What follows belongs to an exercise in optimizing a design on an open flow for small area and a short achievable clock period; a production flow would make more cautious choices. In this exercise RTL edits were held to simulation tests only and were not proved equivalent to the original. Power figures rest on the tool's default switching activity, not on a simulated workload.

==> flow/design.v <==
`timescale 1ns / 1ps
module instr_decompressor(
    input logic [15:0] c_instr,
    output logic [31:0] decompressed_instr,
    output logic decompress_failed
);
    logic [6:0] funct7;
    logic [4:0] rs2;
    logic [4:0] rs1;
    logic [2:0] funct3;
    logic [4:0] rd;
    logic [6:0] opcode;
    always_comb begin
        funct7 = 7'b0;
        rs2 = 5'b0;
        rs1 = 5'b0;
        funct3 = 3'b0;
        rd = 5'b0;
        opcode = 7'b0;
        decompress_failed = 1'b0;
        begin
            case (c_instr[1:0])
                2'b00: begin
                    case (c_instr[15:13])
                        3'b010: begin
                            {funct7, rs2} = {5'b00000, c_instr[5], c_instr[12:10], c_instr[6], 2'b00};
                            rs1 = {2'b01, c_instr[9:7]};  
                            rd = {2'b01, c_instr[4:2]};  
                            funct3 = 3'b010;  
                            opcode = 7'b0000011;  
                        end
                        3'b110: begin
                            {funct7, rd} = {5'b00000, c_instr[5], c_instr[12:10], c_instr[6], 2'b00}; 
                            rs1 = {2'b01, c_instr[9:7]};  
                            rs2 = {2'b01, c_instr[4:2]};  
                            funct3 = 3'b010;  
                            opcode = 7'b0100011;  
                        end
                        default: begin
                            decompress_failed = 1'b1;
                        end
                    endcase
                end
                2'b01: begin
                    if (c_instr == 16'h1111) begin
                        funct7 = 7'b0000000;
                        rs2 = 5'b00000;
                        rs1 = 5'b00000;
                        funct3 = 3'b001;
                        rd = 5'b00010;
                        opcode = 7'b0010001;
                    end
                    else begin
                        case (c_instr[15:13])
                            3'b000: begin
                                funct7 = {{6{c_instr[12]}}, c_instr[12]};
                                rs2 = c_instr[6:2];
                                rs1 = c_instr[11:7];
                                funct3 = 3'b000;  
                                rd = c_instr[11:7];
                                opcode = 7'b0010011;  
                            end
                            3'b001: begin
                                funct7[6] = c_instr[12];  
                                {funct7[5:0], rs2[4:1]} = {c_instr[8], c_instr[10:9], c_instr[6], 
                                                            c_instr[7], c_instr[2], c_instr[11], c_instr[5:3]};  
                                rs2[0] = c_instr[12];  
                                {rs1, funct3} = {8{c_instr[12]}};
                                rd = 5'd1;  
                                opcode = 7'b1101111;  
                            end
                            3'b010: begin
                                funct7 = {{6{c_instr[12]}}, c_instr[12]};
                                rs2 = c_instr[6:2];
                                rs1 = 5'b0;  
                                funct3 = 3'b000;  
                                rd = c_instr[11:7];
                                opcode = 7'b0010011;  
                            end
                            3'b011: begin
                                if (c_instr[11:7] != 5'd2 && c_instr[11:7] != 5'd0)
                                begin
                                    {funct7, rs2, rs1, funct3} = {{14{c_instr[12]}}, c_instr[12], c_instr[6:2]};  
                                    rd = c_instr[11:7];
                                    opcode = 7'b0110111;  
                                end
                            end
                            3'b100: begin
                                casez (c_instr[12:10])
                                    3'b?00: begin
                                        funct7 = {6'b0, c_instr[12]};
                                        rs2 = c_instr[6:2];
                                        rs1 = {2'b01, c_instr[9:7]};  
                                        rd = {2'b01, c_instr[9:7]};  
                                        funct3 = 3'b101;  
                                        opcode = 7'b0010011;  
                                    end
                                    3'b?01: begin
                                        funct7 = {6'b01_0000, c_instr[12]};
                                        rs2 = c_instr[6:2];
                                        rs1 = {2'b01, c_instr[9:7]};  
                                        rd = {2'b01, c_instr[9:7]};  
                                        funct3 = 3'b101;  
                                        opcode = 7'b0010011;  
                                    end
                                    3'b?10: begin
                                        funct7 = {{6{c_instr[12]}}, c_instr[12]};
                                        rs2 = c_instr[6:2];
                                        rs1 = {2'b01, c_instr[9:7]};  
                                        rd = {2'b01, c_instr[9:7]};  
                                        funct3 = 3'b111;  
                                        opcode = 7'b0010011;  
                                    end
                                    3'b011: begin
                                        rs2 = {2'b01, c_instr[4:2]};  
                                        rs1 = {2'b01, c_instr[9:7]};  
                                        rd = {2'b01, c_instr[9:7]};  
                                        opcode = 7'b0110011;  
                                        casez (c_instr[6:5])
                                            2'b00: begin
                                                funct7 = 7'b0100000;
                                                funct3 = 3'b000;  
                                            end
                                            2'b01: begin
                                                funct7 = 7'b0000000;
                                                funct3 = 3'b100;  
                                            end
                                            2'b10: begin
                                                funct7 = 7'b0000000;
                                                funct3 = 3'b110;  
                                            end
                                            2'b11: begin
                                                funct7 = 7'b0000000;
                                                funct3 = 3'b111;  
                                            end
                                        endcase
                                    end
                                endcase
                            end
                            3'b101: begin
                                funct7[6] = c_instr[12];  
                                {funct7[5:0], rs2[4:1]} = {c_instr[8], c_instr[10:9], c_instr[6], 
                                                            c_instr[7], c_instr[2], c_instr[11], c_instr[5:3]};  
                                rs2[0] = c_instr[12];  
                                {rs1, funct3} = {8{c_instr[12]}};
                                rd = 5'd0;  
                                opcode = 7'b1101111;  
                            end
                            3'b110: begin
                                funct7[6] = c_instr[12];  
                                funct7[5:0] = {{2{c_instr[12]}}, c_instr[12], c_instr[6:5], c_instr[2]};  
                                rs2 = 5'b00000;  
                                rs1 = {2'b01, c_instr[9:7]};  
                                rd[4:1] = {c_instr[11:10], c_instr[4:3]};  
                                rd[0] = c_instr[12];  
                                funct3 = 3'b000;  
                                opcode = 7'b1100011;  
                            end
                            3'b111: begin
                                funct7[6] = c_instr[12];  
                                funct7[5:0] = {{2{c_instr[12]}}, c_instr[12], c_instr[6:5], c_instr[2]};  
                                rs2 = 5'b00000;  
                                rs1 = {2'b01, c_instr[9:7]};  
                                rd[4:1] = {c_instr[11:10], c_instr[4:3]};  
                                rd[0] = c_instr[12];  
                                funct3 = 3'b001;  
                                opcode = 7'b1100011;  
                            end
                            default: decompress_failed = 1'b1;
                        endcase
                    end
                end
                2'b10: begin
                    case (c_instr[15:13])
                        3'b000: begin
                            funct7 = {6'b0, c_instr[12]};
                            rs2 = c_instr[6:2];
                            rs1 = c_instr[11:7];
                            rd = c_instr[11:7];
                            funct3 = 3'b001;  
                            opcode = 7'b0010011;  
                        end
                        3'b100: begin
                            case (c_instr[12])
                                1'b0: begin
                                    if (c_instr[6:2] == 5'b00000)
                                    begin
                                        if (c_instr[11:7] != 5'b00000)
                                        begin
                                            funct7 = 7'b0000000;
                                            rs2 = 5'b00000;
                                            rs1 = c_instr[11:7];
                                            rd = 5'b00000;  
                                            funct3 = 3'b000;  
                                            opcode = 7'b1100111;  
                                        end
                                    end
                                    else begin
                                        funct7 = 7'b0000000;
                                        rs2 = c_instr[6:2];
                                        rs1 = 5'd0;  
                                        rd = c_instr[11:7];
                                        funct3 = 3'b000;  
                                        opcode = 7'b0110011;  
                                    end
                                end
                                1'b1: begin
                                    if (c_instr[6:2] == 5'b00000)
                                    begin
                                        if (c_instr[11:7] != 5'b00000)
                                        begin
                                            funct7 = 7'b0000000;
                                            rs2 = 5'b00000;
                                            rs1 = c_instr[11:7];
                                            rd = 5'd1;  
                                            funct3 = 3'b000;  
                                            opcode = 7'b1100111;  
                                        end
                                    end
                                    else begin
                                        if (c_instr[11:7] != 5'b00000 && c_instr[6:2] != 5'b00000)
                                        begin
                                            funct7 = 7'b0000000;
                                            rs2 = c_instr[6:2];
                                            rs1 = c_instr[11:7];
                                            rd = c_instr[11:7];
                                            funct3 = 3'b000;  
                                            opcode = 7'b0110011;  
                                        end
                                    end
                                end
                                default: begin
                                    decompress_failed = 1'b1;
                                end
                            endcase
                        end
                        default: begin
                            decompress_failed = 1'b1;
                        end
                    endcase
                end
            endcase
        end
    end
    assign decompressed_instr = {funct7, rs2, rs1, funct3, rd, opcode};
endmodule
`timescale 1ns / 1ps
module cpu(
    input clk,
    input reset_n,
    input start,
    output logic [7:0] imem_addr,
    input [31:0] imem_rdata,
    output logic [9:0] dmem_addr,
    output logic dmem_we,
    output logic dmem_re,
    output logic [31:0] dmem_wdata,
    output logic [1:0] dmem_size,
    output logic dmem_sign,
    input [31:0] dmem_rdata,
    output running,
    output indication
);
    localparam [3:0] ALU_AND = 4'd0, ALU_OR = 4'd1, ALU_XOR = 4'd2, ALU_ADD = 4'd3,
                     ALU_SUB = 4'd4, ALU_SLT = 4'd5, ALU_SLTU = 4'd6, ALU_SLL = 4'd7,
                     ALU_SRL = 4'd8, ALU_SRA = 4'd9, ALU_LUI = 4'd10, B_BNE = 4'd11,
                     B_BLT = 4'd12, B_BGE = 4'd13, B_LTU = 4'd14, B_GEU = 4'd15;
    localparam [2:0] E_NONE = 3'd0, E_R = 3'd1, E_I = 3'd2, E_S = 3'd3,
                     E_B = 3'd4, E_U = 3'd5, E_J = 3'd6;
    localparam [1:0] S_IDLE = 2'd0, S_DIRECT = 2'd1, S_BUF = 2'd2;
    logic run_flag, ind_ext;
    logic [31:0] pc_reg;
    logic [31:0] br_sum0, br_sum1;      
    logic [31:0] pc_recovery;
    logic prediction_valid, prediction_buff;
    logic [1:0] state;
    logic [15:0] instr_buffer;
    logic buffer_valid;
    logic [3:1] instr_offset;
    logic [1:0] offset_cnt;
    logic run_finished;
    logic [31:0] ifid_pc;
    logic [31:0] ifid_instr;
    logic ifid_dfail;
    logic [4:0] idex_rs1, idex_rs2, idex_rd;
    logic [31:0] idex_data1, idex_data2, idex_imm, idex_pc;
    logic [3:0] idex_alu_op;
    logic [2:0] idex_enc;
    logic idex_alu_src, idex_mem_read, idex_mem_write, idex_reg_write;
    logic [1:0] idex_mem_size;
    logic idex_mem_sign, idex_is_branch;
    logic idex_dfail, idex_illegal;
    logic [4:0] exmem_rd;
    logic exmem_mem_read, exmem_mem_write, exmem_reg_write;
    logic [1:0] exmem_mem_size;
    logic exmem_mem_sign;
    logic [31:0] exmem_alu, exmem_mdata;
    logic [4:0] memwb_rd;
    logic memwb_reg_write;
    logic [31:0] memwb_data;
    logic [31:0] wb_result;
    assign wb_result = memwb_data;
    logic fwd1_ex, fwd1_wb, fwd2_ex, fwd2_wb;
    assign fwd1_ex = exmem_rd != 0 && exmem_rd == idex_rs1 && exmem_reg_write;
    assign fwd1_wb = !fwd1_ex && memwb_rd != 0 && memwb_rd == idex_rs1 && memwb_reg_write;
    assign fwd2_ex = exmem_rd != 0 && exmem_rd == idex_rs2 && exmem_reg_write;
    assign fwd2_wb = !fwd2_ex && memwb_rd != 0 && memwb_rd == idex_rs2 && memwb_reg_write;
    logic [31:0] opa, opb, data2_or_imm, store_data;
    always_comb begin
        opa = fwd1_ex ? exmem_alu : fwd1_wb ? wb_result : idex_data1;
        data2_or_imm = idex_alu_src ? idex_imm : idex_data2;
        store_data = fwd2_ex ? exmem_alu : fwd2_wb ? wb_result : idex_data2;
        if ((idex_enc == E_R || idex_enc == E_B) && (fwd2_ex || fwd2_wb))
            opb = fwd2_ex ? exmem_alu : wb_result;
        else
            opb = data2_or_imm;
    end
    logic [31:0] add_res, sub_res, alu_res;
    logic eq, lts, ltu;
    assign add_res = opa + opb;
    assign sub_res = opa - opb;
    assign eq = opa == opb;
    assign ltu = opa < opb;
    assign lts = $signed(opa) < $signed(opb);
    always_comb begin
        case (idex_alu_op)
            ALU_AND:  alu_res = opa & opb;
            ALU_OR:   alu_res = opa | opb;
            ALU_XOR:  alu_res = opa ^ opb;
            ALU_ADD:  alu_res = add_res;
            ALU_SUB:  alu_res = sub_res;
            ALU_SLT:  alu_res = {31'b0, lts};
            ALU_SLTU: alu_res = {31'b0, ltu};
            ALU_SLL:  alu_res = opa << opb[4:0];
            ALU_SRL:  alu_res = opa >> opb[4:0];
            ALU_SRA:  alu_res = $signed(opa) >>> opb[4:0];
            ALU_LUI:  alu_res = opb;
            B_BNE:    alu_res = {31'b0, eq};
            B_BLT:    alu_res = {31'b0, !lts};
            B_BGE:    alu_res = {31'b0, lts};
            B_LTU:    alu_res = {31'b0, !ltu};
            default:  alu_res = {31'b0, ltu};    
        endcase
    end
    logic zero_flag;
    always_comb begin
        case (idex_alu_op)
            ALU_AND:  zero_flag = (opa & opb) == 0;
            ALU_SUB:  zero_flag = eq;
            B_BNE:    zero_flag = !eq;
            B_BLT:    zero_flag = lts;
            B_BGE:    zero_flag = !lts;
            B_LTU:    zero_flag = ltu;
            B_GEU:    zero_flag = !ltu;
            default:  zero_flag = alu_res == 0;
        endcase
    end
    logic overflow;
    always_comb begin
        if (idex_alu_op == ALU_ADD)
            overflow = ~(opa[31] ^ opb[31]) & (opa[31] ^ add_res[31]);
        else if (idex_alu_op == ALU_SUB)
            overflow = (opa[31] ^ opb[31]) & (opa[31] ^ sub_res[31]);
        else
            overflow = 1'b0;
    end
    logic jalr_flag, pc_src;
    logic [31:0] jalr_target, ex_alu_data, ex_mdata;
    assign jalr_flag = idex_enc == E_I && idex_is_branch;
    assign jalr_target = opa + idex_imm;
    assign ex_alu_data = (jalr_flag || idex_enc == E_J) ? idex_pc + 32'd4 : alu_res;
    assign ex_mdata = (idex_enc == E_S) ? store_data : idex_data2;
    assign pc_src = idex_enc == E_B && zero_flag;
    logic ind_trigger;
    assign ind_trigger = idex_dfail | idex_illegal | overflow;
    assign indication = ind_trigger | ind_ext;
    logic load_use;
    assign load_use = idex_mem_read && idex_rd != 0 &&
                      (idex_rd == ifid_instr[19:15] || idex_rd == ifid_instr[24:20]);
    logic stall_pc_write, if_id_write, id_ex_write, stall_id_ex_flush, ex_mem_flush;
    always_comb begin
        if (load_use) begin
            stall_pc_write = 0; if_id_write = 0; id_ex_write = 1; stall_id_ex_flush = 1; ex_mem_flush = 0;
        end else if (indication) begin
            stall_pc_write = 0; if_id_write = 0; id_ex_write = 0; stall_id_ex_flush = 0; ex_mem_flush = 1;
        end else begin
            stall_pc_write = 1; if_id_write = 1; id_ex_write = 1; stall_id_ex_flush = 0; ex_mem_flush = 0;
        end
    end
    logic pc_write, flush, zero_slot;
    assign pc_write = stall_pc_write & run_flag;
    assign flush = (pc_src ^ prediction_buff) | jalr_flag;
    assign zero_slot = flush | !pc_write;
    logic [7:0] ghr, ghr_d;
    logic [1:0] bht [0:255];
    logic [7:0] bht_index;
    logic [1:0] bht_cnt;
    logic prediction;
    assign bht_index = idex_pc[9:2] ^ ghr_d;
    assign bht_cnt = bht[bht_index];
    assign prediction = bht_cnt[1];
    logic [1:0] bht_new;
    always_comb begin
        case (bht_cnt)
            2'b00: bht_new = pc_src ? 2'b01 : 2'b00;
            2'b01: bht_new = pc_src ? 2'b10 : 2'b00;
            2'b10: bht_new = pc_src ? 2'b11 : 2'b01;
            default: bht_new = pc_src ? 2'b11 : 2'b10;
        endcase
    end
    always_ff @(posedge clk or negedge reset_n) begin
        if (!reset_n) begin
            ghr <= '0;
            ghr_d <= '0;
            for (int i = 0; i < 256; i++)
                bht[i] <= 2'b01;
        end else begin
            ghr_d <= ghr;
            if (idex_is_branch) begin
                ghr <= {ghr[6:0], pc_src};
                bht[bht_index] <= bht_new;
            end
        end
    end
    logic [31:0] data;
    assign data = imem_rdata;
    logic lo_c, hi_c;           
    assign lo_c = data[1:0] != 2'b11;
    assign hi_c = data[17:16] != 2'b11;
    logic [1:0] state_next;
    logic [15:0] ibuf_next;
    logic bv_next;
    logic is_c;
    logic [31:0] cur;           
    always_comb begin
        state_next = state;
        case (state)
            S_IDLE:   state_next = run_flag ? ((lo_c && !hi_c) ? S_BUF : S_DIRECT) : S_IDLE;
            S_DIRECT: begin
                state_next = (!pc_reg[1] && lo_c && !hi_c) ? S_BUF : S_DIRECT;
                if (run_finished) state_next = S_IDLE;
            end
            S_BUF: begin
                state_next = !hi_c ? S_BUF : S_DIRECT;
                if (run_finished) state_next = S_IDLE;
            end
            default: state_next = state;
        endcase
        cur = '0;
        ibuf_next = '0;
        bv_next = 1'b0;
        is_c = 1'b0;
        case (state)
            S_DIRECT: begin
                if (!pc_reg[1]) begin
                    if (lo_c) begin
                        cur = {16'b0, data[15:0]};
                        is_c = 1'b1;
                        if (!hi_c) begin
                            bv_next = 1'b1;
                            ibuf_next = data[31:16];
                        end
                    end else
                        cur = data;
                end else begin
                    cur = {16'b0, data[31:16]};
                    is_c = 1'b1;
                end
            end
            S_BUF: begin
                cur = {data[15:0], instr_buffer};
                if (!hi_c) begin
                    bv_next = 1'b1;
                    ibuf_next = data[31:16];
                end
            end
            default: ;
        endcase
    end
    logic [31:0] dec_instr;
    logic dec_failed;
    instr_decompressor decompressor(
        .c_instr(cur[15:0]),
        .decompressed_instr(dec_instr),
        .decompress_failed(dec_failed)
    );
    logic [31:0] raw_instr;
    logic raw_b, raw_j;
    logic [31:0] raw_imm;
    assign raw_instr = is_c ? dec_instr : cur;
    assign raw_b = raw_instr[6:0] == 7'b1100011;
    assign raw_j = raw_instr[6:0] == 7'b1101111;
    assign raw_imm = raw_j ? {{12{raw_instr[31]}}, raw_instr[19:12], raw_instr[20], raw_instr[30:21], 1'b0}
                           : {{20{raw_instr[31]}}, raw_instr[7], raw_instr[30:25], raw_instr[11:8], 1'b0};
    logic is_b, is_j;           
    assign is_b = raw_b & !zero_slot;
    assign is_j = raw_j & !zero_slot;
    logic [31:0] pc_plus2, pc_plus4, pc_normal, pc_branch;
    assign pc_plus2 = pc_reg + 32'd2;
    assign pc_plus4 = pc_reg + 32'd4;
    assign pc_normal = is_c ? pc_plus2 : pc_plus4;
    assign pc_branch = pc_reg + raw_imm;
    logic [1:0] offset_cnt_next;
    logic [3:1] instr_offset_next, raw_offset_next;
    logic [3:1] offset_inc;
    assign offset_inc = instr_offset + (is_c ? 3'd1 : 3'd2);
    always_comb begin
        if (raw_b) raw_offset_next = 3'd0;
        else if (offset_cnt != 0) raw_offset_next = offset_inc;
        else raw_offset_next = 3'd0;
        if (is_b) begin
            offset_cnt_next = 2'd2;
            instr_offset_next = 3'd0;
        end else if (offset_cnt != 0) begin
            offset_cnt_next = offset_cnt - 2'd1;
            instr_offset_next = offset_inc;
        end else begin
            offset_cnt_next = 2'd0;
            instr_offset_next = 3'd0;
        end
    end
    logic [31:0] pc_mispred1;
    assign pc_mispred1 = br_sum1 + {28'b0, raw_offset_next, 1'b0};
    logic end_raw;
    assign end_raw = cur == 32'h00001111;
    logic [31:0] pc_seq;
    always_comb begin
        if (end_raw) pc_seq = 32'd0;
        else if (prediction_buff && !prediction_valid) pc_seq = pc_mispred1;
        else if (raw_j) pc_seq = pc_branch;
        else if (raw_b && prediction) pc_seq = pc_branch;
        else pc_seq = pc_normal;
    end
    logic [31:0] pc_next;
    always_comb begin
        if (!pc_write) pc_next = pc_reg;
        else if (state == S_IDLE) pc_next = 32'd0;
        else if (jalr_flag) pc_next = jalr_target;
        else if (pc_src ^ prediction_buff) pc_next = prediction_buff ? pc_recovery : br_sum1;
        else pc_next = pc_seq;
    end
    logic run_finished_next;
    assign run_finished_next = run_finished |
        (pc_write && state != S_IDLE && !jalr_flag && !(pc_src ^ prediction_buff) && end_raw);
    always_ff @(posedge clk or negedge reset_n) begin
        if (!reset_n) begin
            pc_reg <= '0;
            br_sum0 <= '0;
            br_sum1 <= '0;
            pc_recovery <= '0;
            prediction_valid <= 1'b0;
            prediction_buff <= 1'b0;
            state <= S_IDLE;
            instr_buffer <= '0;
            buffer_valid <= 1'b0;
            instr_offset <= '0;
            offset_cnt <= '0;
            run_finished <= 1'b0;
        end else begin
            pc_reg <= pc_next;
            br_sum0 <= (is_b || is_j) ? pc_branch : 32'd0;
            br_sum1 <= br_sum0;
            if (is_b) pc_recovery <= pc_normal;
            prediction_valid <= is_b ? prediction : 1'b0;
            prediction_buff <= prediction_valid;
            state <= state_next;
            instr_buffer <= ibuf_next;
            buffer_valid <= bv_next;
            instr_offset <= instr_offset_next;
            offset_cnt <= offset_cnt_next;
            run_finished <= run_finished_next;
        end
    end
    assign imem_addr = buffer_valid ? pc_plus2[9:2] : pc_reg[9:2];
    logic [31:0] fetch_instr;
    logic fetch_dfail;
    assign fetch_instr = zero_slot ? 32'd0 : raw_instr;
    assign fetch_dfail = is_c & !flush & (!pc_write | dec_failed);
    always_ff @(posedge clk or negedge reset_n) begin
        if (!reset_n) begin
            run_flag <= 1'b0;
            ind_ext <= 1'b0;
        end else begin
            if (run_finished_next) run_flag <= 1'b0;
            else if (start) run_flag <= 1'b1;
            if (ind_trigger) ind_ext <= 1'b1;
        end
    end
    assign running = run_flag;
    logic [6:0] opcode;
    logic [2:0] funct3;
    logic f7b5;
    assign opcode = ifid_instr[6:0];
    assign funct3 = ifid_instr[14:12];
    assign f7b5 = ifid_instr[30];
    logic [3:0] c_alu_op;
    logic [2:0] c_enc;
    logic c_alu_src, c_mem_read, c_mem_write, c_reg_write, c_mem_sign, c_is_branch;
    logic [1:0] c_mem_size;
    logic decode_failed;
    always_comb begin
        c_alu_op = 4'd0; c_enc = E_NONE; c_alu_src = 0; c_mem_read = 0; c_mem_write = 0;
        c_reg_write = 0; c_mem_size = 2'b00; c_mem_sign = 0; c_is_branch = 0;
        decode_failed = 0;
        case (opcode)
            7'b0110011: begin
                c_enc = E_R; c_reg_write = 1;
                case (funct3)
                    3'b000: c_alu_op = f7b5 ? ALU_SUB : ALU_ADD;
                    3'b001: c_alu_op = ALU_SLL;
                    3'b010: c_alu_op = ALU_SLT;
                    3'b011: c_alu_op = ALU_SLTU;
                    3'b100: c_alu_op = ALU_XOR;
                    3'b101: c_alu_op = f7b5 ? ALU_SRA : ALU_SRL;
                    3'b110: c_alu_op = ALU_OR;
                    default: c_alu_op = ALU_AND;
                endcase
            end
            7'b0010011: begin
                c_enc = E_I; c_reg_write = 1; c_alu_src = 1;
                case (funct3)
                    3'b000: c_alu_op = ALU_ADD;
                    3'b001: c_alu_op = ALU_SLL;
                    3'b010: c_alu_op = ALU_SLT;
                    3'b011: c_alu_op = ALU_SLTU;
                    3'b100: c_alu_op = ALU_XOR;
                    3'b101: c_alu_op = f7b5 ? ALU_SRA : ALU_SRL;
                    3'b110: c_alu_op = ALU_OR;
                    default: c_alu_op = ALU_AND;
                endcase
            end
            7'b0000011: begin
                c_enc = E_I; c_reg_write = 1; c_alu_src = 1; c_mem_read = 1; c_alu_op = ALU_ADD;
                case (funct3)
                    3'b000, 3'b100: c_mem_size = 2'b00;
                    3'b001, 3'b101: c_mem_size = 2'b01;
                    3'b010: c_mem_size = 2'b10;
                    default: decode_failed = 1;
                endcase
                c_mem_sign = !funct3[2];
            end
            7'b1100111: begin
                c_enc = E_I; c_is_branch = 1; c_reg_write = 1; c_alu_op = ALU_ADD;
            end
            7'b1101111: begin
                c_enc = E_J; c_reg_write = 1; c_alu_op = ALU_ADD;
            end
            7'b0100011: begin
                c_enc = E_S; c_alu_src = 1; c_mem_write = 1; c_alu_op = ALU_ADD;
                case (funct3)
                    3'b000: c_mem_size = 2'b00;
                    3'b001: c_mem_size = 2'b01;
                    3'b010: c_mem_size = 2'b10;
                    default: decode_failed = 1;
                endcase
            end
            7'b1100011: begin
                c_enc = E_B; c_is_branch = 1;
                case (funct3)
                    3'b000: c_alu_op = ALU_SUB;
                    3'b001: c_alu_op = B_BNE;
                    3'b100: c_alu_op = B_BLT;
                    3'b101: c_alu_op = B_BGE;
                    3'b110: c_alu_op = B_LTU;
                    3'b111: c_alu_op = B_GEU;
                    default: decode_failed = 1;
                endcase
            end
            7'b0110111: begin
                c_enc = E_U; c_reg_write = 1; c_alu_src = 1; c_alu_op = ALU_LUI;
            end
            7'b0010111: begin
                c_enc = E_U; c_reg_write = 1; c_alu_op = ALU_ADD;
            end
            default: begin
                if (!(ifid_instr == 32'h00001111 || ifid_instr == 32'h00000000))
                    decode_failed = 1;
            end
        endcase
    end
    logic reg_illegal;
    assign reg_illegal = (c_enc == E_R || c_enc == E_I || c_enc == E_U || c_enc == E_J) &&
                         ifid_instr[11:7] == 5'd0 && opcode != 7'b1100111 &&
                         ifid_instr != 32'h00000013;
    logic [31:0] dec_imm;
    always_comb begin
        case (c_enc)
            E_S: dec_imm = {{20{ifid_instr[31]}}, ifid_instr[31:25], ifid_instr[11:7]};
            E_B: dec_imm = {{20{ifid_instr[31]}}, ifid_instr[31], ifid_instr[7], ifid_instr[30:25], ifid_instr[11:8], 1'b0};
            E_U: dec_imm = {ifid_instr[31:12], 12'b0};
            E_J: dec_imm = {{12{ifid_instr[31]}}, ifid_instr[19:12], ifid_instr[20], ifid_instr[30:21], 1'b0};
            default: dec_imm = {{20{ifid_instr[31]}}, ifid_instr[31:20]};
        endcase
    end
    logic [31:0] regs [1:31];
    always_ff @(posedge clk) begin
        if (!reset_n) begin
            for (int i = 1; i < 32; i++)
                regs[i] <= '0;
        end else if (memwb_reg_write && memwb_rd != 0) begin
            regs[memwb_rd] <= wb_result;
        end
    end
    logic [4:0] rs1, rs2;
    logic [31:0] rf1, rf2;
    assign rs1 = ifid_instr[19:15];
    assign rs2 = ifid_instr[24:20];
    assign rf1 = (rs1 == 0) ? 32'd0 : (memwb_reg_write && memwb_rd == rs1) ? wb_result : regs[rs1];
    assign rf2 = (rs2 == 0) ? 32'd0 : (memwb_reg_write && memwb_rd == rs2) ? wb_result : regs[rs2];
    always_ff @(posedge clk or negedge reset_n) begin
        if (!reset_n) begin
            ifid_pc <= '0;
            ifid_instr <= '0;
            ifid_dfail <= 1'b0;
        end else if (if_id_write) begin
            ifid_pc <= pc_reg;
            ifid_instr <= fetch_instr;
            ifid_dfail <= fetch_dfail;
        end else if (flush) begin
            ifid_pc <= '0;
            ifid_instr <= '0;
            ifid_dfail <= 1'b0;
        end
    end
    logic id_ex_flush;
    assign id_ex_flush = flush | stall_id_ex_flush;
    always_ff @(posedge clk or negedge reset_n) begin
        if (!reset_n) begin
            idex_rs1 <= '0; idex_rs2 <= '0; idex_rd <= '0;
            idex_data1 <= '0; idex_data2 <= '0; idex_imm <= '0; idex_pc <= '0;
            idex_alu_op <= '0; idex_enc <= '0; idex_alu_src <= 0; idex_mem_read <= 0;
            idex_mem_write <= 0; idex_reg_write <= 0; idex_mem_size <= '0; idex_mem_sign <= 0;
            idex_is_branch <= 0; idex_dfail <= 0; idex_illegal <= 0;
        end else if (id_ex_write) begin
            if (id_ex_flush) begin
                idex_rs1 <= '0; idex_rs2 <= '0; idex_rd <= '0;
                idex_data1 <= '0; idex_data2 <= '0; idex_imm <= '0; idex_pc <= '0;
                idex_alu_op <= '0; idex_enc <= '0; idex_alu_src <= 0; idex_mem_read <= 0;
                idex_mem_write <= 0; idex_reg_write <= 0; idex_mem_size <= '0; idex_mem_sign <= 0;
                idex_is_branch <= 0; idex_dfail <= 0; idex_illegal <= 0;
            end else begin
                idex_rs1 <= rs1; idex_rs2 <= rs2; idex_rd <= ifid_instr[11:7];
                idex_data1 <= rf1; idex_data2 <= rf2; idex_imm <= dec_imm; idex_pc <= ifid_pc;
                idex_alu_op <= c_alu_op; idex_enc <= c_enc; idex_alu_src <= c_alu_src;
                idex_mem_read <= c_mem_read; idex_mem_write <= c_mem_write;
                idex_reg_write <= c_reg_write; idex_mem_size <= c_mem_size; idex_mem_sign <= c_mem_sign;
                idex_is_branch <= c_is_branch; idex_dfail <= ifid_dfail;
                idex_illegal <= decode_failed | reg_illegal;
            end
        end
    end
    always_ff @(posedge clk or negedge reset_n) begin
        if (!reset_n) begin
            exmem_rd <= '0; exmem_mem_read <= 0; exmem_mem_write <= 0; exmem_reg_write <= 0;
            exmem_mem_size <= '0; exmem_mem_sign <= 0; exmem_alu <= '0; exmem_mdata <= '0;
        end else if (ex_mem_flush) begin
            exmem_rd <= '0; exmem_mem_read <= 0; exmem_mem_write <= 0; exmem_reg_write <= 0;
            exmem_mem_size <= '0; exmem_mem_sign <= 0; exmem_alu <= '0; exmem_mdata <= '0;
        end else begin
            exmem_rd <= idex_rd; exmem_mem_read <= idex_mem_read; exmem_mem_write <= idex_mem_write;
            exmem_reg_write <= idex_reg_write; exmem_mem_size <= idex_mem_size;
            exmem_mem_sign <= idex_mem_sign; exmem_alu <= ex_alu_data; exmem_mdata <= ex_mdata;
        end
    end
    always_ff @(posedge clk or negedge reset_n) begin
        if (!reset_n) begin
            memwb_rd <= '0; memwb_reg_write <= 0; memwb_data <= '0;
        end else begin
            memwb_rd <= exmem_rd; memwb_reg_write <= exmem_reg_write;
            memwb_data <= exmem_mem_read ? dmem_rdata : exmem_alu;
        end
    end
    assign dmem_addr = exmem_alu[9:0];
    assign dmem_we = exmem_mem_write;
    assign dmem_re = exmem_mem_read;
    assign dmem_wdata = exmem_mdata;
    assign dmem_size = exmem_mem_size;
    assign dmem_sign = exmem_mem_sign;
endmodule
==> flow/run.sh <==
#!/bin/bash
# synth_recipe.tcl (not shown) runs the flow's synth.tcl, then flattens the netlist and writes it again
# the make line also repeats each setting of config.mk as NAME=value (left out here)
make -C /OpenROAD-flow-scripts/flow DESIGN_CONFIG=/design/flow/config.mk WORK_HOME=/design/flow/orfs CLKGATE_MAP_FILE= SYNTH_SCRIPT=/design/flow/synth_recipe.tcl finish
==> flow/config.mk <==
export PLATFORM = sky130hd
export DESIGN_NAME = cpu
export DESIGN_NICKNAME = cpu
export VERILOG_FILES = /design/flow/design.v
export SDC_FILE = /design/flow/constraint.sdc
export NUM_CORES = 4
export LEC_CHECK = 0
export CAP_MARGIN = 20
export CORE_MARGIN = 2
export CORE_UTILIZATION = 40
export SLEW_MARGIN = 20
==> flow/constraint.sdc <==
create_clock -name core_clock -period 20.0 [get_ports {clk}]
set_input_delay 4.0000 -clock core_clock [delete_from_list [all_inputs] [get_ports {clk}]]
set_output_delay 4.0000 -clock core_clock [all_outputs]
set_load 0.01 [all_outputs]
==> results.toml, run 1 <==
[run_status]
outcome = "complete, no violations"

[routing]
wl_per_cell_um = 35.1
drt-total-wl_mm = 522
first_iter_violations = 14500
avgViaCountPerCell = 6.63
vias = 98700
drt-pass1-iter-count = 10
drc_errors = 0
detail-route-antenna-nets = 0

[clock_network]
cts_max_path_buffers = 4
cts_buffers = 224
cts_tree = "done"
insertion_delay_ps = 970
clk_pin_slew_ps = 60
cts_root_buf = "clkbuf_16"
htreeDepth = 4
hold_buffers = 0
ctsResizeCount = 0
postCtsSetupBuffers = 0
cts_sinks = 2046

[logic_synthesis]
synth-seq-area-share_pct = 47.9
synth_edf_count = 1024
syn_inst = 11000
post-synth-top-area-cell = "edfxtp_1"
ys_ff_latch = 2046
async_reset_ff_share_pct = 50.0
yosysWarningCount = 3
netlist_area_um2 = 118000
yosysUniqueCellTypes = 106
syn_avg_cell_area_um2 = 10.8
synth-main-ff-cell = "edfxtp_1"
yosys.area.top_type_share_pct = 26.0
synthTopCellsByArea = "edfxtp_1 26%, dfrtp_1 16%, mux4_2 9.4%"

[floorplanning]
core_area_um2 = 294000
start_util_pct = 40.2
die_h_um = 548
io_pins = 124
rows = 199
die_w_um = 548
dieArea_um2 = 300000

[placed_design]
placed_cells = 14400
dpl.hpwl_mm = 339
gp_congestion = 1.00
portBuffers = 123

[pwr]
p_leak_nw = 48.3
irDropWorstVdd_v = 0.0000821
power_density_nw_per_um2 = 71.9

[finish]
biggestRegsByFlops = "regs x1024, bht x512"
largest_reg_flops = 1024
area_growth_pct = 12.1
final_cells = 14900
finish.net_count = 11000
drive_gt1_share_pct = 19.1
utilization_pct = 45.1
top_register = "regs"

[grt]
grt-ovfl-total = 0
grt.total_usage_pct = 33.9
grt_max_degree = 186
grt_pass1_wl_mm = 732
grt_pass1_vias = 95100
antenna_found_initial = 48

[timing]
fin_setup_tns_ps = 0
whs_ps = 346
maxClockFrequency_mhz = 75.9
worst_pin_slew_ps = 1380
setup-violations-final = 0
min_period_over_period_pct = 65.9
fin_crit_ps = 13170
grt_setup_unrepaired = "false"
hold_viol = 0
maxSlewViolCount = 0
fin_skew_ps = 136
maxSlewHeadroom_pct = 7.68

[setup_path]
crit_fanout = 36
cp.required_ps = 16000
criticalPathCategory = "reg2out"
arrival_ps = 9170
start_kind = "flop"
end_kind = "primary output"

[hold_path]
hp-class = "reg2reg"

[flow_run]
max_cap_violations = 0
## cell families (layout without fill, tap and decap cells)
logic type / Yosys count / count (layout) / synth area share (%)
mux: 1166 / 1166 / 15.6
fa+ha+maj: 181 / 181 / 1.95
xor+xnor: 224 / 224 / 1.67
flops: 2046 / 2046 / 47.9
other cells: 1 / 47 / 0.00317
simple gates: 3722 / 3722 / 15.5
buf+inv: 1120 / 1068 / 3.66
compound gates: 2512 / 2512 / 13.8
## synthesized netlist by cell type (all sizes together) (160+ instances only)
cell	number
edfxtp	1024
nor3	160
mux4	494
mux2	404
clkbuf	781
ha	172
nor2	644
and2	1045
nand3	316
a21oi	553
mux2i	268
dfrtp	766
nand2	1160
dfstp	256
o21ai	722
buf	177
a22oi	214
## path summary, 6_finish.rpt
kind	from	endpoint	slack (ps)	cells past startpoint
setup reg to reg	exmem_rd[3]	bht[207][1]	8950	26
setup / recovery	memwb_rd[2]	indication	6830	21
hold / removal	br_sum0[2]	br_sum1[2]	350	0
min in group asynchronous	reset_n	exmem_mdata[4]	2960	1
hold reg to reg	br_sum0[2]	br_sum1[2]	350	0
max in group asynchronous	reset_n	instr_buffer[5]	13240	5
## power by group
part	switching, mW	internal, mW	leakage (nW)	total (mW)
registers	0.0778	4.54	22.8	4.62
clock network	1.84	2.50	3.71	4.34
logic	0.356	0.211	21.7	0.567
total	2.27	7.25	48.3	9.53
## layout by cell type, fill, tap and decap left out, types with 122 or more instances in the layout
| cell | synthesis | final |
|---|---|---|
| ha_1 | 172 | 172 |
| nor2_1 | 644 | 611 |
| inv_1 | 156 | 156 |
| dfstp_2 | 256 | 256 |
| and2_1 | 1041 | 1037 |
| edfxtp_1 | 1024 | 1024 |
| nand2_1 | 1160 | 1158 |
| a221oi_1 | 137 | 137 |
| clkdlybuf4s50_1 | 0 | 122 |
| a21oi_1 | 552 | 548 |
| nor3_1 | 160 | 158 |
| mux2_2 | 374 | 374 |
| buf_4 | 10 | 351 |
| o21ai_0 | 647 | 613 |
| xnor2_1 | 139 | 132 |
| nand3_1 | 315 | 311 |
| a22oi_1 | 214 | 214 |
| mux2i_1 | 268 | 268 |
| clkbuf_16 | 0 | 229 |
| mux4_2 | 494 | 494 |
| dfrtp_1 | 766 | 750 |
| o22ai_1 | 144 | 143 |
## routing by layer
layer	GRT usage, %	share of wire [%]	up-vias
li1	-	-	40400
met1	44.2	38	49900
met2	50.3	43	6660
met3	8.81	11	1629
met4	21.5	7.6	34
met5	0	0.042	-
## through the flow
step,instance area [µm²],setup slack [ps],total power [mW]
after floorplan,118000,8760,4.97
after global placement,125000,7120,5.23
after detailed placement,125000,7340,5.24
after CTS,132000,7150,9.53
after global routing,133000,6670,9.74
final,133000,6830,9.53
## critical path, stage by stage, from the launching register on
cell and delay [ps]:
dfrtp_1 530, or3_1 790, o311ai_4 580, or4_4 240
a21o_1 120, buf_4 400, nand2_1 400, inv_2 400
ha_1 370, o21ai_0 180, a21oi_1 410, o211ai_1 320
o31ai_1 500, a21oi_1 340, o211ai_1 430, a31o_2 220
a21oi_1 100, xnor2_1 710, a2111oi_1 180, buf_4 220
nand2_1 240, clkdlybuf4s50_1 610
## area by class of cell
type                            instances  area [µm²]
Inverter                              162         608
Timing Repair Buffer                  486        4090
Tap cell                             3919        4900
Clock buffer                          315        6440
Clock inverter                        105        1120
Fill cell                           27000      161000
Antenna cell                           15        37.5
Sequential cell                      2046       56700
Multi-Input combinational cell       7837       58700
==> run 2: changes to the inputs <==
--- a/flow/design.v
+++ b/flow/design.v
@@ -1,4 +1,38 @@
 `timescale 1ns / 1ps
+module add_fast #(parameter W = 32) (
+    input  logic [W-1:0] a,
+    input  logic [W-1:0] b,
+    input  logic cin,
+    output logic [W-1:0] sum,
+    output logic cout
+);
+    localparam L = $clog2(W + 1);
+    logic [W:0] g [0:L];
+    logic [W:0] p [0:L];
+    always_comb begin
+        g[0][0] = cin;
+        p[0][0] = 1'b0;
+        for (int i = 0; i < W; i++) begin
+            g[0][i+1] = a[i] & b[i];
+            p[0][i+1] = a[i] ^ b[i];
+        end
+        for (int l = 0; l < L; l++) begin
+            for (int i = 0; i <= W; i++) begin
+                if (((i >> l) & 1) == 1) begin
+                    g[l+1][i] = g[l][i] | (p[l][i] & g[l][((i >> l) << l) - 1]);
+                    p[l+1][i] = p[l][i] & p[l][((i >> l) << l) - 1];
+                end else begin
+                    g[l+1][i] = g[l][i];
+                    p[l+1][i] = p[l][i];
+                end
+            end
+        end
+        for (int i = 0; i < W; i++)
+            sum[i] = p[0][i+1] ^ g[L][i];
+        cout = g[L][W];
+    end
+endmodule
+`timescale 1ns / 1ps
 module instr_decompressor(
     input logic [15:0] c_instr,
     output logic [31:0] decompressed_instr,
@@ -301,10 +335,6 @@
     logic [31:0] wb_result;
     assign wb_result = memwb_data;
     logic fwd1_ex, fwd1_wb, fwd2_ex, fwd2_wb;
-    assign fwd1_ex = exmem_rd != 0 && exmem_rd == idex_rs1 && exmem_reg_write;
-    assign fwd1_wb = !fwd1_ex && memwb_rd != 0 && memwb_rd == idex_rs1 && memwb_reg_write;
-    assign fwd2_ex = exmem_rd != 0 && exmem_rd == idex_rs2 && exmem_reg_write;
-    assign fwd2_wb = !fwd2_ex && memwb_rd != 0 && memwb_rd == idex_rs2 && memwb_reg_write;
     logic [31:0] opa, opb, data2_or_imm, store_data;
     always_comb begin
         opa = fwd1_ex ? exmem_alu : fwd1_wb ? wb_result : idex_data1;
@@ -317,11 +347,12 @@
     end
     logic [31:0] add_res, sub_res, alu_res;
     logic eq, lts, ltu;
-    assign add_res = opa + opb;
-    assign sub_res = opa - opb;
+    logic add_co, sub_co, jalr_co;
+    add_fast #(32) u_alu_add (.a(opa), .b(opb), .cin(1'b0), .sum(add_res), .cout(add_co));
+    add_fast #(32) u_alu_sub (.a(opa), .b(~opb), .cin(1'b1), .sum(sub_res), .cout(sub_co));
     assign eq = opa == opb;
-    assign ltu = opa < opb;
-    assign lts = $signed(opa) < $signed(opb);
+    assign ltu = !sub_co;
+    assign lts = (opa[31] ^ opb[31]) ? opa[31] : sub_res[31];
     always_comb begin
         case (idex_alu_op)
             ALU_AND:  alu_res = opa & opb;
@@ -367,7 +398,7 @@
     logic jalr_flag, pc_src;
     logic [31:0] jalr_target, ex_alu_data, ex_mdata;
     assign jalr_flag = idex_enc == E_I && idex_is_branch;
-    assign jalr_target = opa + idex_imm;
+    add_fast #(32) u_jalr (.a(opa), .b(idex_imm), .cin(1'b0), .sum(jalr_target), .cout(jalr_co));
     assign ex_alu_data = (jalr_flag || idex_enc == E_J) ? idex_pc + 32'd4 : alu_res;
     assign ex_mdata = (idex_enc == E_S) ? store_data : idex_data2;
     assign pc_src = idex_enc == E_B && zero_flag;
@@ -485,13 +516,18 @@
         .decompress_failed(dec_failed)
     );
     logic [31:0] raw_instr;
-    logic raw_b, raw_j;
-    logic [31:0] raw_imm;
     assign raw_instr = is_c ? dec_instr : cur;
-    assign raw_b = raw_instr[6:0] == 7'b1100011;
-    assign raw_j = raw_instr[6:0] == 7'b1101111;
-    assign raw_imm = raw_j ? {{12{raw_instr[31]}}, raw_instr[19:12], raw_instr[20], raw_instr[30:21], 1'b0}
-                           : {{20{raw_instr[31]}}, raw_instr[7], raw_instr[30:25], raw_instr[11:8], 1'b0};
+    logic [31:0] instr32;       
+    logic [15:0] c16;           
+    assign instr32 = (state == S_BUF) ? {data[15:0], instr_buffer} : data;
+    assign c16 = pc_reg[1] ? data[31:16] : data[15:0];
+    logic slot32;               
+    assign slot32 = (state == S_BUF) || (state == S_DIRECT && !pc_reg[1] && !lo_c);
+    logic raw_b, raw_j;
+    assign raw_b = is_c ? (c16[1:0] == 2'b01 && c16[15:14] == 2'b11)
+                        : (slot32 && instr32[6:0] == 7'b1100011);
+    assign raw_j = is_c ? (c16[1:0] == 2'b01 && c16[14:13] == 2'b01)
+                        : (slot32 && instr32[6:0] == 7'b1101111);
     logic is_b, is_j;           
     assign is_b = raw_b & !zero_slot;
     assign is_j = raw_j & !zero_slot;
@@ -499,15 +535,32 @@
     assign pc_plus2 = pc_reg + 32'd2;
     assign pc_plus4 = pc_reg + 32'd4;
     assign pc_normal = is_c ? pc_plus2 : pc_plus4;
-    assign pc_branch = pc_reg + raw_imm;
+    logic [20:0] imm32;
+    logic [11:0] immc;
+    assign imm32 = instr32[3] ? {instr32[31], instr32[19:12], instr32[20], instr32[30:21], 1'b0}
+                              : {{9{instr32[31]}}, instr32[7], instr32[30:25], instr32[11:8], 1'b0};
+    assign immc = c16[14] ? {{4{c16[12]}}, c16[6:5], c16[2], c16[11:10], c16[4:3], 1'b0}
+                          : {c16[12], c16[8], c16[10:9], c16[6], c16[7], c16[2], c16[11], c16[5:3], 1'b0};
+    logic [20:0] t32_lo;
+    logic [11:0] tc_lo;
+    logic t32_co, tc_co;
+    add_fast #(21) u_add32 (.a(pc_reg[20:0]), .b(imm32), .cin(1'b0), .sum(t32_lo), .cout(t32_co));
+    add_fast #(12) u_addc (.a(pc_reg[11:0]), .b(immc), .cin(1'b0), .sum(tc_lo), .cout(tc_co));
+    logic [10:0] hi21_inc, hi21_dec, t32_hi;
+    logic [19:0] hi12_inc, hi12_dec, tc_hi;
+    logic inc_co0, inc_co1, dec_co0, dec_co1;
+    add_fast #(11) u_inc21 (.a(pc_reg[31:21]), .b(11'd0), .cin(1'b1), .sum(hi21_inc), .cout(inc_co0));
+    add_fast #(11) u_dec21 (.a(pc_reg[31:21]), .b({11{1'b1}}), .cin(1'b0), .sum(hi21_dec), .cout(dec_co0));
+    add_fast #(20) u_inc12 (.a(pc_reg[31:12]), .b(20'd0), .cin(1'b1), .sum(hi12_inc), .cout(inc_co1));
+    add_fast #(20) u_dec12 (.a(pc_reg[31:12]), .b({20{1'b1}}), .cin(1'b0), .sum(hi12_dec), .cout(dec_co1));
+    assign t32_hi = (t32_co == imm32[20]) ? pc_reg[31:21] : t32_co ? hi21_inc : hi21_dec;
+    assign tc_hi = (tc_co == immc[11]) ? pc_reg[31:12] : tc_co ? hi12_inc : hi12_dec;
+    assign pc_branch = is_c ? {tc_hi, tc_lo} : {t32_hi, t32_lo};
     logic [1:0] offset_cnt_next;
-    logic [3:1] instr_offset_next, raw_offset_next;
+    logic [3:1] instr_offset_next;
     logic [3:1] offset_inc;
     assign offset_inc = instr_offset + (is_c ? 3'd1 : 3'd2);
     always_comb begin
-        if (raw_b) raw_offset_next = 3'd0;
-        else if (offset_cnt != 0) raw_offset_next = offset_inc;
-        else raw_offset_next = 3'd0;
         if (is_b) begin
             offset_cnt_next = 2'd2;
             instr_offset_next = 3'd0;
@@ -519,10 +572,15 @@
             instr_offset_next = 3'd0;
         end
     end
-    logic [31:0] pc_mispred1;
-    assign pc_mispred1 = br_sum1 + {28'b0, raw_offset_next, 1'b0};
+    logic [31:0] mis_base, mis_p2, mis_p4, pc_mispred1;
+    logic mis_co0, mis_co1, mis_co2;
+    add_fast #(32) u_mis0 (.a(br_sum1), .b({28'b0, instr_offset, 1'b0}), .cin(1'b0), .sum(mis_base), .cout(mis_co0));
+    add_fast #(32) u_mis2 (.a(mis_base), .b(32'd2), .cin(1'b0), .sum(mis_p2), .cout(mis_co1));
+    add_fast #(32) u_mis4 (.a(mis_base), .b(32'd4), .cin(1'b0), .sum(mis_p4), .cout(mis_co2));
+    assign pc_mispred1 = (raw_b || offset_cnt == 0) ? br_sum1 : is_c ? mis_p2 : mis_p4;
     logic end_raw;
-    assign end_raw = cur == 32'h00001111;
+    assign end_raw = (state == S_DIRECT && (pc_reg[1] ? data[31:16] == 16'h1111 : data[15:0] == 16'h1111)) ||
+                     (state == S_BUF && data[15:0] == 16'h0000 && instr_buffer == 16'h1111);
     logic [31:0] pc_seq;
     always_comb begin
         if (end_raw) pc_seq = 32'd0;
@@ -762,6 +820,25 @@
             exmem_mem_sign <= idex_mem_sign; exmem_alu <= ex_alu_data; exmem_mdata <= ex_mdata;
         end
     end
+    logic [4:0] n_exmem_rd, n_idex_rs1, n_idex_rs2;
+    logic n_exmem_rw;
+    assign n_exmem_rd = ex_mem_flush ? 5'd0 : idex_rd;
+    assign n_exmem_rw = ex_mem_flush ? 1'b0 : idex_reg_write;
+    assign n_idex_rs1 = !id_ex_write ? idex_rs1 : id_ex_flush ? 5'd0 : rs1;
+    assign n_idex_rs2 = !id_ex_write ? idex_rs2 : id_ex_flush ? 5'd0 : rs2;
+    logic n_f1ex, n_f2ex;
+    assign n_f1ex = n_exmem_rd != 0 && n_exmem_rd == n_idex_rs1 && n_exmem_rw;
+    assign n_f2ex = n_exmem_rd != 0 && n_exmem_rd == n_idex_rs2 && n_exmem_rw;
+    always_ff @(posedge clk or negedge reset_n) begin
+        if (!reset_n) begin
+            fwd1_ex <= 0; fwd1_wb <= 0; fwd2_ex <= 0; fwd2_wb <= 0;
+        end else begin
+            fwd1_ex <= n_f1ex;
+            fwd2_ex <= n_f2ex;
+            fwd1_wb <= !n_f1ex && exmem_rd != 0 && exmem_rd == n_idex_rs1 && exmem_reg_write;
+            fwd2_wb <= !n_f2ex && exmem_rd != 0 && exmem_rd == n_idex_rs2 && exmem_reg_write;
+        end
+    end
     always_ff @(posedge clk or negedge reset_n) begin
         if (!reset_n) begin
             memwb_rd <= '0; memwb_reg_write <= 0; memwb_data <= '0;
==> run 2 against run 1 <==
Against the previous run: still clean on timing, DRC and antenna; sequential share of layout area decreased by 0.083 points; cell count increased by 1.4%; critical path depth increased by 4; worst hold slack got worse by 14 ps; utilization decreased by 0.17 points; combinational power decreased by 17%; sequential cell count increased by 4; cell area increased by 0.39%; maximum frequency increased by 0.34%; count of clock-buffer cells in the layout increased by 7; power decreased by 0.61%; largest cell class unchanged; largest power group unchanged.
==> results.toml, run 2 <==
[finish]
largest_reg_flops = 1024
final_area_um2 = 133000
final_cells = 15100
utilization_pct = 44.9
final_common_cell = "nand2_1"
mostFrequentLayoutCells = "1420 x nand2_1, 1024 x edfxtp_1, 1006 x and2_1"
regArea_um2 = 56800
biggestRegsByFlops = "regs x1024, bht x512"
top_register = "regs"
multi_input_comb_area_um2 = 58900
finish.net_count = 11200
num-fill-cells = 27600
area_growth_pct = 12.0
drive_gt1_share_pct = 17.3

[routing]
vias = 98600
avgViaCountPerCell = 6.53
drt-pass1-iter-count = 8
detail-route-antenna-nets = 0
drc_errors = 0
first_iter_violations = 14300
wl_per_cell_um = 35.2
drt-total-wl_mm = 531

[floorplanning]
core_area_um2 = 296000
rows = 200
die_h_um = 549
start_util_pct = 40.1
dieArea_um2 = 302000
io_pins = 124
die_w_um = 549

[grt]
grt_pass1_wl_mm = 743
grt-ovfl-total = 0
antenna_found_initial = 42
grt_max_degree = 141
grt.total_usage_pct = 34.5
grt_pass1_vias = 95500

[clock_network]
cts_root_buf = "clkbuf_16"
postCtsSetupBuffers = 0
ctsResizeCount = 0
clk_pin_slew_ps = 60
cts_buffers = 229
cts_sinks = 2050
cts_tree = "done"
cts_max_path_buffers = 4
htreeDepth = 4
insertion_delay_ps = 960
hold_buffers = 0

[placed_design]
portBuffers = 123
dpl.hpwl_mm = 357
place_ws_ps = 7880
gp_congestion = 1.00
dpl_cell_area_um2 = 125000
placed_cells = 14600

[logic_synthesis]
syn_avg_cell_area_um2 = 10.6
post-synth-top-area-cell = "edfxtp_1"
yosys-top-cells-count = "1424 x nand2_1, 1024 x edfxtp_1, 1005 x and2_1"
yosysMostFrequentCell = "nand2_1"
synth_edf_count = 1024
syn_inst = 11200
yosysWarningCount = 18
yosys.area.top_type_share_pct = 25.9
ys_ff_latch = 2050
yosysUniqueCellTypes = 101
synth-seq-area-share_pct = 47.7
synthTopCellsByArea = "edfxtp_1 26%, dfrtp_1 16%, mux4_2 11%"
netlist_area_um2 = 119000
async_reset_ff_share_pct = 50.0
synth-main-ff-cell = "edfxtp_1"

[hold_path]
hp-class = "reg2reg"

[pwr]
p_total_mw = 9.47
power_density_nw_per_um2 = 71.1
p_leak_nw = 47.4
irDropWorstVdd_v = 0.0000921

[flow_run]
max_cap_violations = 0

[setup_path]
max_stage_delay_ps = 770
end_kind = "primary output"
arrival_ps = 9130
crit_fanout = 37
critPathSlowestCell = "dfrtp_2"
cp.required_ps = 16000
start_kind = "flop"
criticalPathCategory = "reg2out"

[timing]
maxClockFrequency_mhz = 76.2
maxSlewHeadroom_pct = 17.8
setup-violations-final = 0
grt_setup_unrepaired = "false"
fin_setup_tns_ps = 0
layout_setup_ws_ps = 6870
hold_viol = 0
min_period_over_period_pct = 65.6
fin_skew_ps = 116
maxSlewViolCount = 0
fin_crit_ps = 13130
worst_pin_slew_ps = 1230
whs_ps = 331

[run_status]
outcome = "complete, no violations"
## run 2: cells by family after synthesis
family | synth area share (%)
XOR/XNOR | 1.60
AND/OR/NAND/NOR | 15.9
flip-flops | 47.7
other | 0.00315
adder cells (fa/ha/maj) | 2.27
AO/OA/AOI/OAI | 14.0
buffers and inverters | 3.81
multiplexers | 14.7
## run 2: report_power, final
part	total (mW)	internal (mW)	switching, mW	leakage (nW)
combinational	0.470	0.159	0.311	20.8
sequential	4.60	4.55	0.0549	22.8
clock	4.40	2.54	1.86	3.79
total	9.47	7.24	2.23	47.4
## run 2: worst max-delay path, delay by kind of cell (launching register included)
family	cells	cell delay [ps]
AO/OA/AOI/OAI	9	2870
XOR/XNOR	1	330
adder cells (fa/ha/maj)	2	880
buffers and inverters	6	1770
flip-flops	1	770
AND/OR/NAND/NOR	7	1510
## run 2: layer usage
layer / up-vias / track usage, % / part of all wire, % / wire length [µm]
met5: - / 0 / 0.029 / 156
met4: 20 / 20.0 / 6.9 / 36900
met3: 1461 / 8.35 / 11 / 57900
met2: 6383 / 52.9 / 44 / 236000
met1: 49800 / 44.6 / 38 / 200000
li1: 40900 / - / - / -
## run 2: final cells by class
type,count,area share (%)
antenna,15,0.0282
timing repair buffer,488,3.03
multi-input combinational,7985,44.2
sequential,2050,42.7
tap,3939,3.70
inverter,187,0.528
clock inverter,109,0.934
clock buffer,322,4.87
## run 2: worst paths after layout
check | start | to | slack (ps) | cells after the start
worst max-delay path | fwd2_ex | indication | 6870 | 25
worst max register to register | fwd2_ex | fwd1_wb | 8270 | 36
min in group asynchronous | reset_n | exmem_mdata[28] | 2920 | 1
max in group asynchronous | reset_n | bht[59][1] | 11920 | 7
worst min register to register | br_sum0[12] | br_sum1[12] | 330 | 0
worst min-delay path | br_sum0[12] | br_sum1[12] | 330 | 0

-- afterwards: timing with drivers on the ports --
Ports are ideal in the flow. The routed layouts listed here were re-timed in OpenROAD. Step 1, drivers: a clkbuf_16 drives clk and a buf_2 each remaining input, both assumed. Step 2 times the ports against the registers' clock, not the clock port: input delays grow and output delays shrink by t, the midpoint of the rising clock arrivals with the driver on. Three values: no drivers, after step 1, after step 2; two values: the first two.
run | t, ns | slack for setup (ns) | latest minus earliest clock arrival (ns) | worst slew at a driven data input, ns | cell pins on the clock port's net
run 1 | 1.008 | 6.828 / 6.725 / 7.150 | 0.136 / 0.137 | 0.10 | 1
run 2 | 1.001 | 6.873 / 6.777 / 7.778 | 0.116 / 0.116 | 0.22 | 1
After both steps setup and hold are still met in every run listed.
